What follows belongs to an exercise in optimizing a design on an open flow for a short achievable clock period and few clock cycles; a production flow would make more cautious choices. In this exercise RTL edits were held to simulation tests only and were not proved equivalent to the original. No activity file was given, so power comes from the tool's default toggle rates.

`run.sh`:
```
#!/bin/bash
# synth_recipe.tcl (not shown) runs the flow's synth.tcl, then flattens the netlist and writes it again
# the make line also repeats each setting of config.mk as NAME=value (left out here)
make -C /OpenROAD-flow-scripts/flow DESIGN_CONFIG=/design/flow/config.mk WORK_HOME=/design/flow/orfs CLKGATE_MAP_FILE= SYNTH_SCRIPT=/design/flow/synth_recipe.tcl finish
```
`config.mk`:
```
export PLATFORM = sky130hd
export DESIGN_NAME = Pipeline_CPU
export DESIGN_NICKNAME = Pipeline_CPU
export VERILOG_FILES = /design/flow/design.v
export SDC_FILE = /design/flow/constraint.sdc
export NUM_CORES = 4
export LEC_CHECK = 0
export CAP_MARGIN = 30
export CORE_MARGIN = 2
export CORE_UTILIZATION = 30
export SETUP_SLACK_MARGIN = 5
export SLEW_MARGIN = 30
```
`constraint.sdc`:
```
create_clock -name core_clock -period 8.0 [get_ports {clk}]
set_input_delay 1.6000 -clock core_clock [delete_from_list [all_inputs] [get_ports {clk}]]
set_output_delay 1.6000 -clock core_clock [all_outputs]
set_load 0.01 [all_outputs]
```
`design.v`:
```
`timescale 1ns / 1ps
module Pred_static(
    input  [31:0] inst,
    output        taken,
    output [31:0] off
    );
    wire [4:0] op   = inst[6:2];
    wire       jal  = (op == 5'b11011);
    wire       jalr = (op == 5'b11001);
    wire       beq  = (op == 5'b11000) && (inst[14:12] == 3'b000);
    wire       bne  = (op == 5'b11000) && (inst[14:12] == 3'b001);
    wire       same = (inst[19:15] == inst[24:20]);
    wire [31:0] immI = {{20{inst[31]}}, inst[31:20]};
    wire [31:0] immB = {{19{inst[31]}}, inst[31], inst[7], inst[30:25], inst[11:8], 1'b0};
    wire [31:0] immJ = {{11{inst[31]}}, inst[31], inst[19:12], inst[20], inst[30:21], 1'b0};
    assign taken = jal | jalr | (beq & (same | inst[31])) | (bne & ~same);
    assign off   = jal ? immJ : jalr ? immI : immB;
endmodule
module Sum_eq(
    input  [31:0] a,
    input  [31:0] b,
    input  [31:0] c,
    output        eq
    );
    wire [31:0] h  = a ^ b;
    wire [31:0] co = (a & b) | (h & ~c);
    assign eq = ((h ^ c) == {co[30:0], 1'b0});
endmodule
module Pipeline_CPU(
    input [31:0] Data_in,
    input clk,
    input rst,
    input [31:0] inst_IF,
    output [31:0] PC_out_IF,
    output [31:0] Addr_out,
    output [31:0] Data_out,
    output MemRW_Mem
    );
    reg  [9:0]  fa;           
    reg  [9:0]  fa_n;         
    reg  [31:0] pc_redir;     
    reg         d_valid;
    reg  [31:0] ir;
    reg  [31:0] pc_d;
    reg         d_pred;       
    reg  [31:0] d_off;        
    reg  [31:0] d_r1, d_r2;   
    reg         by1x, by2x;   
    reg         by1m, by2m;   
    reg         d_same;       
    reg         d_z1, d_z2;   
    reg         x_valid;
    reg  [31:0] x_aa, x_ab;   
    reg  [31:0] x_dbn;        
    reg  [31:0] x_la, x_lb;   
    reg  [31:0] x_san;        
    reg  [4:0]  x_shn;        
    reg  [31:0] x_sd;         
    reg  [4:0]  x_rd;
    reg         x_late;       
    reg         x_w, x_load, x_store;
    reg         x_add, x_sub, x_and, x_or, x_xor, x_sll, x_srl, x_sra, x_slt, x_sltu;
    reg  [31:0] m_res, m_addr, m_sd;
    reg  [4:0]  m_rd;
    reg  [31:1] m_we;         
    reg         m_w, m_load, m_store;
    reg  [31:0] rf [1:31];
    wire [31:0] x_sum   = x_aa + x_ab;
    wire [32:0] x_dif1  = {x_aa, 1'b1} + {x_dbn, 1'b1};
    wire [31:0] x_dif   = x_dif1[32:1];
    wire [31:0] x_sa    = ~x_san;
    wire [4:0]  x_sh    = ~x_shn;
    wire        x_lt_s  = (x_la[31] ^ x_lb[31]) ? x_la[31] : x_dif[31];
    wire        x_lt_u  = (x_la[31] ^ x_lb[31]) ? x_lb[31] : x_dif[31];
    wire        x_fill = x_sra & x_sa[31];
    wire [31:0] l0 = x_sh[0] ? {x_sa[30:0], 1'b0}  : x_sa;
    wire [31:0] l1 = x_sh[1] ? {l0[29:0], 2'b0}    : l0;
    wire [31:0] l2 = x_sh[2] ? {l1[27:0], 4'b0}    : l1;
    wire [31:0] l3 = x_sh[3] ? {l2[23:0], 8'b0}    : l2;
    wire [31:0] x_shl = x_sh[4] ? {l3[15:0], 16'b0} : l3;
    wire [31:0] r0 = x_sh[0] ? {x_fill, x_sa[31:1]}     : x_sa;
    wire [31:0] r1 = x_sh[1] ? {{2{x_fill}}, r0[31:2]}  : r0;
    wire [31:0] r2 = x_sh[2] ? {{4{x_fill}}, r1[31:4]}  : r1;
    wire [31:0] r3 = x_sh[3] ? {{8{x_fill}}, r2[31:8]}  : r2;
    wire [31:0] x_shr = x_sh[4] ? {{16{x_fill}}, r3[31:16]} : r3;
    wire [31:0] x_log   = ({32{x_and}} & (x_la & x_lb))
                        | ({32{x_or}}  & (x_la | x_lb))
                        | ({32{x_xor}} & (x_la ^ x_lb));
    wire [31:0] x_fast  = ({32{x_add}} & x_sum) | x_log;
    wire [31:0] x_slow  = ({32{x_sub}} & x_dif)
                        | ({32{x_sll}} & x_shl)
                        | ({32{x_srl | x_sra}} & x_shr)
                        | {31'd0, (x_slt & x_lt_s) | (x_sltu & x_lt_u)};
    wire [31:0] x_res   = x_fast | x_slow;
    wire [31:0] m_val = m_load ? Data_in : m_res;
    assign Addr_out  = m_addr;
    assign Data_out  = m_sd;
    assign MemRW_Mem = m_store;
    wire [4:0] d_op  = ir[6:2];
    wire [2:0] d_f3  = ir[14:12];
    wire       d_f7  = ir[30];
    wire [4:0] d_rd  = ir[11:7];
    wire [4:0] d_rs1 = ir[19:15];
    wire [4:0] d_rs2 = ir[24:20];
    wire d_opr  = (d_op == 5'b01100);
    wire d_opi  = (d_op == 5'b00100);
    wire d_ld   = (d_op == 5'b00000);
    wire d_st   = (d_op == 5'b01000);
    wire d_jal  = (d_op == 5'b11011);
    wire d_jalr = (d_op == 5'b11001);
    wire d_lui  = (d_op == 5'b01101);
    wire d_link = d_jal | d_jalr | d_lui;
    wire d_isbr = (d_op == 5'b11000) && (d_f3[2:1] == 2'b00);
    wire [31:0] d_pc4   = pc_d + 32'd4;
    wire [31:0] d_pcoff = pc_d + d_off;
    wire [31:0] d_next  = d_pred ? d_pcoff : d_pc4;     
    wire d_use1 = d_opr | d_opi | d_ld | d_st | d_isbr;
    wire d_use2 = d_opr | d_st | d_isbr;
    wire d_wr   = (d_opr | d_opi | d_ld | d_link) & (d_rd != 5'd0);
    wire [31:0] immI = {{20{ir[31]}}, ir[31:20]};
    wire [31:0] immS = {{20{ir[31]}}, ir[31:25], ir[11:7]};
    wire [31:0] rs1e = by1m ? m_val : d_r1;      
    wire [31:0] rs2e = by2m ? m_val : d_r2;
    wire [31:0] rs1v = by1x ? x_fast : rs1e;
    wire [31:0] rs2v = by2x ? x_fast : rs2e;
    wire stall_x = x_late & ((d_use1 & by1x) | (d_use2 & by2x));
    wire stall_m = d_isbr & m_load & (by1m | by2m);
    wire [31:0] rs1b = by1m ? m_res : d_r1;
    wire [31:0] rs2b = by2m ? m_res : d_r2;
    wire        eq_e = (rs1b == rs2b);
    wire        sz;                              
    Sum_eq se_z(.a(x_la), .b(x_lb), .c(32'd0), .eq(sz));
    wire        eqz_x = (x_add & sz) | (x_xor & (x_la == x_lb))
                      | (x_and & ((x_la & x_lb) == 32'd0))
                      | (x_or  & ((x_la | x_lb) == 32'd0));
    wire        bx     = by1x | by2x;
    wire        d_resd = d_same | ~bx | (by1x & d_z2) | (by2x & d_z1);
    wire        d_eq   = d_same | (bx ? eqz_x : eq_e);
    wire        d_taken = d_eq ^ d_f3[0];
    wire [31:0] d_alt  = d_pred ? d_pc4 : d_pcoff;     
    wire stall_b = d_isbr & ~d_resd;
    wire stall   = d_valid & (stall_x | stall_m | stall_b);
    wire redir_d = d_valid & ~stall & d_isbr & (d_taken ^ d_pred);
    wire [3:0] fn   = {d_f3, d_f7};
    wire a_and  = (d_opr & (fn == 4'b1110)) | (d_opi & (d_f3 == 3'b111));
    wire a_or   = (d_opr & (fn == 4'b1100)) | (d_opi & (d_f3 == 3'b110));
    wire a_xor  = (d_opr & (fn == 4'b1000)) | (d_opi & (d_f3 == 3'b100));
    wire a_sll  = (d_opr & (fn == 4'b0010)) | (d_opi & (d_f3 == 3'b001));
    wire a_srl  = (d_opr & (fn == 4'b1010)) | (d_opi & (d_f3 == 3'b101) & ~d_f7);
    wire a_sra  = (d_opr & (fn == 4'b1011)) | (d_opi & (d_f3 == 3'b101) & d_f7);
    wire a_slt  = (d_opr & (fn == 4'b0100)) | (d_opi & (d_f3 == 3'b010));
    wire a_sltu = (d_opr & (fn == 4'b0110)) | (d_opi & (d_f3 == 3'b011));
    wire a_sub  = d_opr & (fn == 4'b0001);
    wire a_add  = ~(a_and | a_or | a_xor | a_sll | a_srl | a_sra | a_slt | a_sltu | a_sub);
    wire        sel_ax = by1x & ~d_link;
    wire [31:0] d_a_e  = d_link ? 32'd0 : rs1e;
    wire [31:0] d_a    = ({32{sel_ax & x_add}} & x_sum) | ({32{sel_ax}} & x_log)
                       | ({32{~sel_ax}} & d_a_e);
    wire        b_imm  = d_link | d_opi | d_ld | d_st;
    wire        sel_bx = by2x & ~b_imm;
    wire [31:0] b_con  = d_link ? d_pc4 : (d_opi | d_ld) ? immI : immS;
    wire [31:0] d_b_e  = b_imm ? b_con : rs2e;
    wire [31:0] d_b    = ({32{sel_bx & x_add}} & x_sum) | ({32{sel_bx}} & x_log)
                       | ({32{~sel_bx}} & d_b_e);
    wire        f_pred;
    wire [31:0] f_off;
    Pred_static pred_f(.inst(inst_IF), .taken(f_pred), .off(f_off));
    wire [4:0]  f_op   = inst_IF[6:2];
    wire        f_jal  = (f_op == 5'b11011);
    wire        f_jalr = (f_op == 5'b11001);
    wire [9:0]  fa_i   = ~fa_n;
    wire [9:0]  f_tj   = fa_i + {inst_IF[20], inst_IF[30:22]};
    wire [9:0]  f_ti   = fa_i + inst_IF[31:22];
    wire [9:0]  f_tb   = fa_i + {inst_IF[7], inst_IF[30:25], inst_IF[11:9]};
    wire [9:0]  f_t4   = fa_i + 10'd1;
    wire        f_selb = f_pred & ~f_jal & ~f_jalr;
    wire [9:0]  f_next = ({10{f_jal}} & f_tj) | ({10{f_jalr}} & f_ti) |
                         ({10{f_selb}} & f_tb) | ({10{~f_pred}} & f_t4);
    wire [4:0]  f_rs1  = inst_IF[19:15];
    wire [4:0]  f_rs2  = inst_IF[24:20];
    wire        f_m1   = m_w & (m_rd == f_rs1);
    wire        f_m2   = m_w & (m_rd == f_rs2);
    wire [31:0] f_sel1 = 32'd1 << inst_IF[19:15];
    wire [31:0] f_sel2 = 32'd1 << inst_IF[24:20];
    reg  [31:0] f_r1, f_r2;
    integer k;
    always @(*) begin
        f_r1 = 32'd0;
        f_r2 = 32'd0;
        for (k = 1; k < 32; k = k + 1) begin
            f_r1 = f_r1 | ({32{f_sel1[k]}} & rf[k]);
            f_r2 = f_r2 | ({32{f_sel2[k]}} & rf[k]);
        end
    end
    assign PC_out_IF = {20'd0, fa, 2'b00};
    always @(posedge clk or posedge rst) begin
        if (rst) begin
            fa       <= 10'd0;
            pc_redir <= 32'd0;
            d_valid  <= 1'b0;
            ir       <= 32'd0;
            pc_d     <= 32'd0;
            d_pred   <= 1'b0;
            d_off    <= 32'd0;
            d_r1     <= 32'd0;
            d_r2     <= 32'd0;
            by1x     <= 1'b0;
            by2x     <= 1'b0;
            by1m     <= 1'b0;
            by2m     <= 1'b0;
            d_same   <= 1'b0;
            d_z1     <= 1'b0;
            d_z2     <= 1'b0;
            fa_n     <= 10'h3ff;
        end else if (stall) begin
            d_r1     <= rs1e;
            d_r2     <= rs2e;
            by1x     <= 1'b0;
            by2x     <= 1'b0;
            by1m     <= by1x;
            by2m     <= by2x;
        end else begin
            fa       <= redir_d ? d_alt[11:2] : f_next;
            fa_n     <= ~(redir_d ? d_alt[11:2] : f_next);
            pc_redir <= d_alt;       
            d_valid  <= ~redir_d;
            ir       <= inst_IF;
            d_pred   <= f_pred;
            d_off    <= f_off;
            d_r1     <= f_m1 ? m_val : f_r1;
            d_r2     <= f_m2 ? m_val : f_r2;
            by1x     <= d_valid & d_wr & (d_rd == f_rs1);
            by2x     <= d_valid & d_wr & (d_rd == f_rs2);
            by1m     <= x_valid & x_w & (x_rd == f_rs1);
            by2m     <= x_valid & x_w & (x_rd == f_rs2);
            d_same   <= (f_rs1 == f_rs2);
            d_z1     <= (f_rs1 == 5'd0);
            d_z2     <= (f_rs2 == 5'd0);
            pc_d     <= d_valid ? d_next : pc_redir;
        end
    end
    always @(posedge clk or posedge rst) begin
        if (rst) begin
            x_valid <= 1'b0;
            x_w     <= 1'b0;
            x_load  <= 1'b0;
            x_late  <= 1'b0;
            x_store <= 1'b0;
            x_rd    <= 5'd0;
            x_la    <= 32'd0;
            x_lb    <= 32'd0;
            x_shn   <= 5'h1f;
            x_add   <= 1'b0;
            x_sub   <= 1'b0;
            x_and   <= 1'b0;
            x_or    <= 1'b0;
            x_xor   <= 1'b0;
            x_sll   <= 1'b0;
            x_srl   <= 1'b0;
            x_sra   <= 1'b0;
            x_slt   <= 1'b0;
            x_sltu  <= 1'b0;
        end else begin
            x_valid <= d_valid & ~stall;
            x_w     <= d_wr;
            x_load  <= d_ld;
            x_late  <= d_ld | a_sub | a_sll | a_srl | a_sra | a_slt | a_sltu;
            x_store <= d_st;
            x_rd    <= d_rd;
            x_la    <= d_a;
            x_lb    <= d_b;
            x_shn   <= ~d_b[4:0];
            x_add   <= a_add;
            x_sub   <= a_sub;
            x_and   <= a_and;
            x_or    <= a_or;
            x_xor   <= a_xor;
            x_sll   <= a_sll;
            x_srl   <= a_srl;
            x_sra   <= a_sra;
            x_slt   <= a_slt;
            x_sltu  <= a_sltu;
        end
    end
    always @(posedge clk or posedge rst) begin
        if (rst) begin
            m_res   <= 32'd0;
            m_rd    <= 5'd0;
            m_we    <= 31'd0;
            m_w     <= 1'b0;
            m_load  <= 1'b0;
            m_store <= 1'b0;
        end else begin
            m_res   <= x_res;
            m_rd    <= x_rd;
            m_we    <= (x_valid & x_w) ? (32'd1 << x_rd) >> 1 : 31'd0;
            m_w     <= x_valid & x_w;
            m_load  <= x_valid & x_load;
            m_store <= x_valid & x_store;
        end
    end
    always @(posedge clk) begin
        x_aa    <= d_a;
        x_ab    <= d_b;
        x_dbn   <= ~d_b;
        x_san   <= ~d_a;
        x_sd    <= rs2v;
        m_addr  <= x_res;
        m_sd    <= x_sd;
    end
    integer i;
    always @(posedge clk or posedge rst) begin
        if (rst) begin
            for (i = 1; i < 32; i = i + 1)
                rf[i] <= 32'd0;
        end else begin
            for (i = 1; i < 32; i = i + 1)
                if (m_we[i])
                    rf[i] <= m_val;
        end
    end
endmodule
```
==> results by group <==
Clock network
  – Cell at the root of the clock tree: clkbuf_16
  – CTS buffer count: 170
  – Bufs on Longest Clock Path: 3
  – CTS tree: built
  – Clock transition at path regs: 0.06 ns
  – Clock sinks: 1,572
  – Cts hold-fix bufs: 0
  – Clock latency at the later pin of the worst-skew pair: 0.88 ns
  – CTS HTree Levels: 4

Layout
  – Fraction of layout instances using a drive strength above 1: 21.3%
  – Storage cell area: 38,400 um2
  – Nets: 9,244
  – Fin cells: 12,692
  – Fillers: 25,733
  – Multi-input gate area: 43,000 um2
  – Layout area overhead: 28.5%

Synthesis
  – Syn Std Cell Area: 79,800 um2
  – Yosys reg bits: 1,572
  – Top_reg_cell synth: dfrtp_1
  – Synth cell types: 98
  – Number of synthesized flops with an enable pin: 0
  – Avg Cell Area, Syn: 9.22 um2
  – Fraction of registers with async set/reset: 85.8%
  – Post-Syn Instances: 8,658
  – Sequential share of the synthesized area: 47.9%
  – Yosys warnings: 2

Floorplanning
  – Die H: 520 um
  – Core ar.: 265,000 um2
  – Die area: 270,000 um2
  – Top Ports: 163
  – Die width: 520 um
  – Starting Density: 30.1%
  – Row cnt: 189

Setup path
  – Worst EP arrival: 4.09 ns
  – Worst setup path startpoint: by1m
  – Worst setup EP type: register
  – CP Max Fanout: 9
  – Largest stage delay, worst path: 0.52 ns
  – WP data required: 8.77 ns
  – Slowest cell on crit path: dfrtp_4
  – Delay-heaviest family, CP: compound AO/OA/AOI/OAI gates
  – CP bufs+invs: 5
  – Critical R2R Launch: by1m
  – CP startpoint kind: register
  – Crit path cell chain: buf_6, buf_6, mux2i_4, xnor2_4, nor4_4, o2111ai_2, a211oi_2, a211oi_4, buf_12, xnor2_4, buf_12, nor2_4, inv_4, a211o_1
  – Critical path class: register to register

Routing
  – WL/cell: 33.1 um
  – Routed WL: 420,000 um
  – DRC viols: 0
  – DR vias: 81,693
  – DRT iter0 DRCs: 16,269
  – Post-route ant nets: 0
  – Vias per cell: 6.44
  – First-pass iteration count of the detailed router: 17

Global route
  – M1 GR Usage: 35.8%
  – Grt peak-use layer: met2
  – Global-route wire length before repair: 573,000 um
  – Overall routing resource usage: 29.3%
  – Largest net degree at the start of global routing: 175
  – Initial antenna violation count: 24
  – GR met2 Demand/Resource: 41.5%
  – GR Overflow Total: 0
  – Number of global-route vias before repair: 75,204
  – Met3 usage: 12.2%

Timing
  – Post-layout min period: 3.32 ns
  – RSZ-0062 raised after global routing: yes
  – Max Freq: 302 MHz
  – Worst setup margin: 4.68 ns
  – Slew at the pin closest to its max-slew limit: 1.05 ns
  – Hold Fails Final Rpt: 0
  – Clock Skew: 0.0484 ns
  – Final hold slack: 0.326 ns
  – Headroom to the max-slew limit: 30.0%
  – Post-route setup TNS: 0 ns
  – Slew Limit Fails: 0
  – Final Setup Violations: 0
  – Period utilization: 41.4%

Power
  – Tot Pwr: 31.3 mW
  – Max VDD drop: 0.000270 V
  – Pwr dens: 306 nW/um2
  – Static Leak: 39.9 nW

Worst hold path
  – Hold WC Path Type: register to register
  – Worst hold start: x_sd[21]

Placement
  – Post-place setup slack: 2.17 ns
  – DP HPWL: 260,000 um
  – Routability Congestion: 1.04
  – # placed instances: 11,889
  – Number of I/O port buffers: 138

Run status
  – Status: no timing/DRC/antenna violations

Run
  – MaxCap Viol Count: 0
[flip-flops by register name (all words and copies together), names as in the netlist, 10 cells and up]
signal    count
d_off        21
d_r1         32
d_r2         32
fa           10
fa_n         10
ir           18
m_addr       32
m_res        32
m_sd         32
m_we         31
pc_d         32
pc_redir     32
rf          992
x_aa         32
x_ab         32
x_dbn        32
x_la         32
x_lb         32
x_san        32
x_sd         32
[worst reg2reg max path, cell delays in order (launching register included)]
cell and delay, ns:
dfrtp_4 0.52, buf_6 0.17, buf_6 0.15, mux2i_4 0.20
xnor2_4 0.21, nor4_4 0.34, o2111ai_2 0.23, a211oi_2 0.30
a211oi_4 0.10, buf_12 0.16, xnor2_4 0.14, buf_12 0.18
nor2_4 0.16, inv_4 0.10, a211o_1 0.27
[cells in the mapped netlist, drive strengths merged, types with 130 or more instances]
cell | number | share of area [%]
dfxtp | 224 | 5.6
nor2 | 1440 | 6.8
nand4 | 138 | 1.1
buf | 147 | 0.91
a221oi | 396 | 4.4
nand2 | 421 | 2.0
xnor2 | 142 | 1.6
mux2i | 136 | 1.7
clkbuf | 598 | 2.8
o21ai | 316 | 2.0
nand3 | 130 | 0.82
inv | 172 | 0.81
a22o | 384 | 4.2
ha | 171 | 2.7
a22oi | 158 | 1.5
a21oi | 1256 | 7.9
dfrtp | 1333 | 42
[per-stage QoR]
stage / utilization, % / instance area (um2)
2_1_floorplan: - / 79900
3_3_place_gp: 32.5 / 86000
3_5_place_dp: 32.7 / 86700
4_1_cts: 36.8 / 97500
5_1_grt: 38.7 / 103000
6_report: 38.7 / 103000
[cell type report]
| type | count | share of cell area, % |
|---|---|---|
| clock buffer | 234 | 4.80 |
| timing repair buffer | 891 | 9.80 |
| sequential | 1572 | 37.4 |
| antenna | 18 | 0.0439 |
| clock inverter | 77 | 1.02 |
| multi-input combinational | 6193 | 41.9 |
| inverter | 174 | 0.661 |
| tap | 3533 | 4.31 |
[cell usage in the layout (no fill, tap or decap), drive strengths merged, types with 99 or more instances in the layout]
cell type,netlist,routed
nor2,1440,1441
dfrtp,1333,1333
a21oi,1256,1258
buf,147,799
nand2,421,422
a221oi,396,396
a22o,384,384
o21ai,316,316
clkbuf,598,252
dfxtp,224,224
inv,172,177
ha,171,171
a22oi,158,158
xnor2,142,142
nand4,138,138
mux2i,136,137
nand3,130,130
xor2,99,99
[report_power, final]
part	total, mW	internal, mW	switching, mW
registers	11.6	9.70	1.93
logic	11.2	4.26	6.91
clock network	8.54	4.86	3.68
total	31.3	18.8	12.5
[cell families after synthesis]
group | Yosys count | share of synthesized area [%]
buffers and inverters | 919 | 4.54
multiplexers | 191 | 2.89
XOR/XNOR | 241 | 2.65
AND/OR/NAND/NOR | 2478 | 13.5
adder cells (fa/ha/maj) | 176 | 2.81
AO/OA/AOI/OAI | 3080 | 25.7
other | 1 | 0.00470
flip-flops | 1572 | 47.9
[timing repair]
| action | CTS | global route |
|---|---|---|
| resized for setup | 944 | 561 |
| setup endpoints to repair | 480 | 739 |
| buffers inserted | 218 | 217 |
| hold endpoints to repair | 0 | 0 |
| pin swaps | 179 | 259 |
| cloned | 19 | 15 |
[final timing paths]
path,endpoint,slack [ns],cells after the start
max reg2reg,fa_n[5],4.68,14
max in group asynchronous,rf[9][12],5.16,4
min,m_sd[21],0.33,0
max,fa_n[5],4.68,14
min reg2reg,m_sd[21],0.33,0
min in group asynchronous,rf[4][5],1.15,2
[routing by layer]
layer | wire [um] | up-vias
li1 | - | 32504
met2 | 168000 | 7145
met1 | 149000 | 39618
met4 | 40300 | 41
met3 | 61200 | 2385
met5 | 1290 | -
Testbench counts, summed over its fixed seeds: cycles 17,936.

==> static timing again, ports no longer ideal <==
The flow's constraints put no driver on any port. The routed layout listed below was extracted and timed again, unchanged, in two steps. Step 1 assumes that a clkbuf_16 drives the clock port and a buf_2 every other input. Step 2 also shifts input and output timing later by t, the mid clock arrival at the registers, as if the neighbouring blocks saw the same clock. Slacks: ideal / step 1 / step 2; pairs: ideal / step 1.
t (ns): 0.947
setup slack, ns: 4.685 / 4.685 / 3.836
worst slew at a driven data input, ns: 0.17
After both steps this run still meets setup and hold. The setup slack of this run moves by 0.000 ns with the drivers and by -0.849 ns with both steps.
